From an optimization exercise on the open Yosys and OpenROAD flow, aimed at small area; shortcuts taken in it are not production practice.
In this exercise RTL edits were held to simulation tests only and were not proved equivalent to the original.
Power and IR drop assume default switching activity.

==> 09-05: inputs <==
## MOTOR_TOP
module MOTOR_TOP#(   
    parameter C_AXI_ID_WIDTH       = 4,         
    parameter C_AXI_ADDR_WIDTH     = 16,        
    parameter C_AXI_DATA_WIDTH     = 64,        
    parameter C_AXI_NBURST_SUPPORT = 1'b0,      
    parameter C_AXI_BURST_TYPE     = 2'b00,     
    parameter WATCH_DOG_WIDTH      = 12,         
    parameter C_ADDR_SUMOFFSET     =   32'h0000_1000,
    parameter C_ADDR_MOTOR2ETH     =   32'h0000_0000,       
    parameter C_ADDR_ETH2MOTOR     =   32'hE000_0000    
)(    
    input                               sys_clk,
    input                               sys_rst,
   	output                            	saxi_wready,  
   	input [C_AXI_ID_WIDTH-1:0]        	saxi_wid,     
   	input [C_AXI_ADDR_WIDTH-1:0]      	saxi_waddr,   
   	input [7:0]                       	saxi_wlen,    
   	input [2:0]                       	saxi_wsize,   
   	input [1:0]                       	saxi_wburst,  
   	input [1:0]                       	saxi_wlock,   
   	input [3:0]                       	saxi_wcache,  
   	input [2:0]                       	saxi_wprot,   
   	input                             	saxi_wvalid,  
   	output                            	saxi_wd_wready,   
   	input [C_AXI_DATA_WIDTH-1:0]      	saxi_wd_wdata,     
   	input [C_AXI_DATA_WIDTH/8-1:0]    	saxi_wd_wstrb,     
   	input                             	saxi_wd_wlast,     
   	input                             	saxi_wd_wvalid,    
   	output  [C_AXI_ID_WIDTH-1:0]      	saxi_wb_bid,      
   	output  [1:0]                     	saxi_wb_bresp,    
   	output                            	saxi_wb_bvalid,   
   	input                             	saxi_wb_bready,   
   	output                            	saxi_rready,      
   	input [C_AXI_ID_WIDTH-1:0]        	saxi_rid,         
   	input [C_AXI_ADDR_WIDTH-1:0]      	saxi_raddr,       
   	input [7:0]                       	saxi_rlen,        
   	input [2:0]                       	saxi_rsize,       
   	input [1:0]                       	saxi_rburst,      
   	input [1:0]                       	saxi_rlock,       
   	input [3:0]                       	saxi_rcache,      
   	input [2:0]                       	saxi_rprot,       
   	input                             	saxi_rvalid,      
   	output  [C_AXI_ID_WIDTH-1:0]       	saxi_rd_rid,      
  ...
==> flow/config.mk <==
export PLATFORM = sky130hd
export DESIGN_NAME = MOTOR_TOP
export DESIGN_NICKNAME = MOTOR_TOP
export VERILOG_FILES = /design/flow/design.v
export SDC_FILE = /design/flow/constraint.sdc
export NUM_CORES = 4
export LEC_CHECK = 0
export ABC_AREA = 1
export CAP_MARGIN = 20
export CORE_MARGIN = 2
export CORE_UTILIZATION = 40
export CTS_BUF_LIST = sky130_fd_sc_hd__clkbuf_2
export SLEW_MARGIN = 20
==> flow/constraint.sdc <==
create_clock -name core_clock -period 10.0 [get_ports {sys_clk}]
set_input_delay 2.0000 -clock core_clock [delete_from_list [all_inputs] [get_ports {sys_clk}]]
set_output_delay 2.0000 -clock core_clock [all_outputs]
set_load 0.01 [all_outputs]
run.sh (not shown) runs the stock make flow with config.mk's settings and CLKGATE_MAP_FILE= SYNTH_SCRIPT=/design/flow/synth_recipe.tcl, a recipe that flattens the netlist after the stock synthesis.
==> 03-28 (differences from 09-05) <==
ABC_AREA = default   (was 1)
CTS_BUF_LIST = default   (was sky130_fd_sc_hd__clkbuf_2)
==> summary of the runs <==
- In 09-05 the cell count is higher than in 03-28, by 24%.
- Against 03-28, the power of 09-05 is lower by 3.7%.
- In 03-28 the register-to-register slack is better than in 09-05, by 40 ps.
- Core utilization: 09-05 is lower than 03-28 (1.5 points).
- In 03-28 the clock power is larger than in 09-05, by 40%.
- Against 09-05, the synthesized cell count of 03-28 is lower by about 20%.
- In 09-05 the count of clock-buffer cells in the layout is higher than in 03-28, by 79.
==> figures <==
Status: 03-28 no timing/DRC/antenna violations; 09-05 no timing/DRC/antenna violations
Final std cell area, no fill: 03-28 20900 µm²; 09-05 21710 µm²
Num CTS Buffers: 03-28 41; 09-05 96
Average size of a mapped cell: 03-28 8.543 µm²; 09-05 7.264 µm²
Worst setup slack after placement: 03-28 1946 ps; 09-05 2033 ps
Clock Network Area Fraction: 03-28 6.383%; 09-05 4.069%
Combinational power share: 03-28 3.9%; 09-05 13.5%
Critical path arrival: 03-28 6680 ps; 09-05 6910 ps
Count of placed standard cells including taps: 03-28 2789; 09-05 3373
Worst hold slack after final layout: 03-28 440.4 ps; 09-05 416.6 ps
Layout Area Growth over Synthesis: 03-28 13.93%; 09-05 10.64%
PnR worst setup slack: 03-28 1323 ps; 09-05 1091 ps
Fraction of final layout cells sized beyond drive strength 1: 03-28 5.529%; 09-05 8.188%
Hold Crit Start: 03-28 inst_DEJITTER.signal_hold[14]; 09-05 inst_DEJITTER.signal_hold[4]
Clock slew seen by the registers of the worst setup and hold paths: 03-28 50 ps; 09-05 100 ps
Post-synth cell types: 03-28 78; 09-05 55
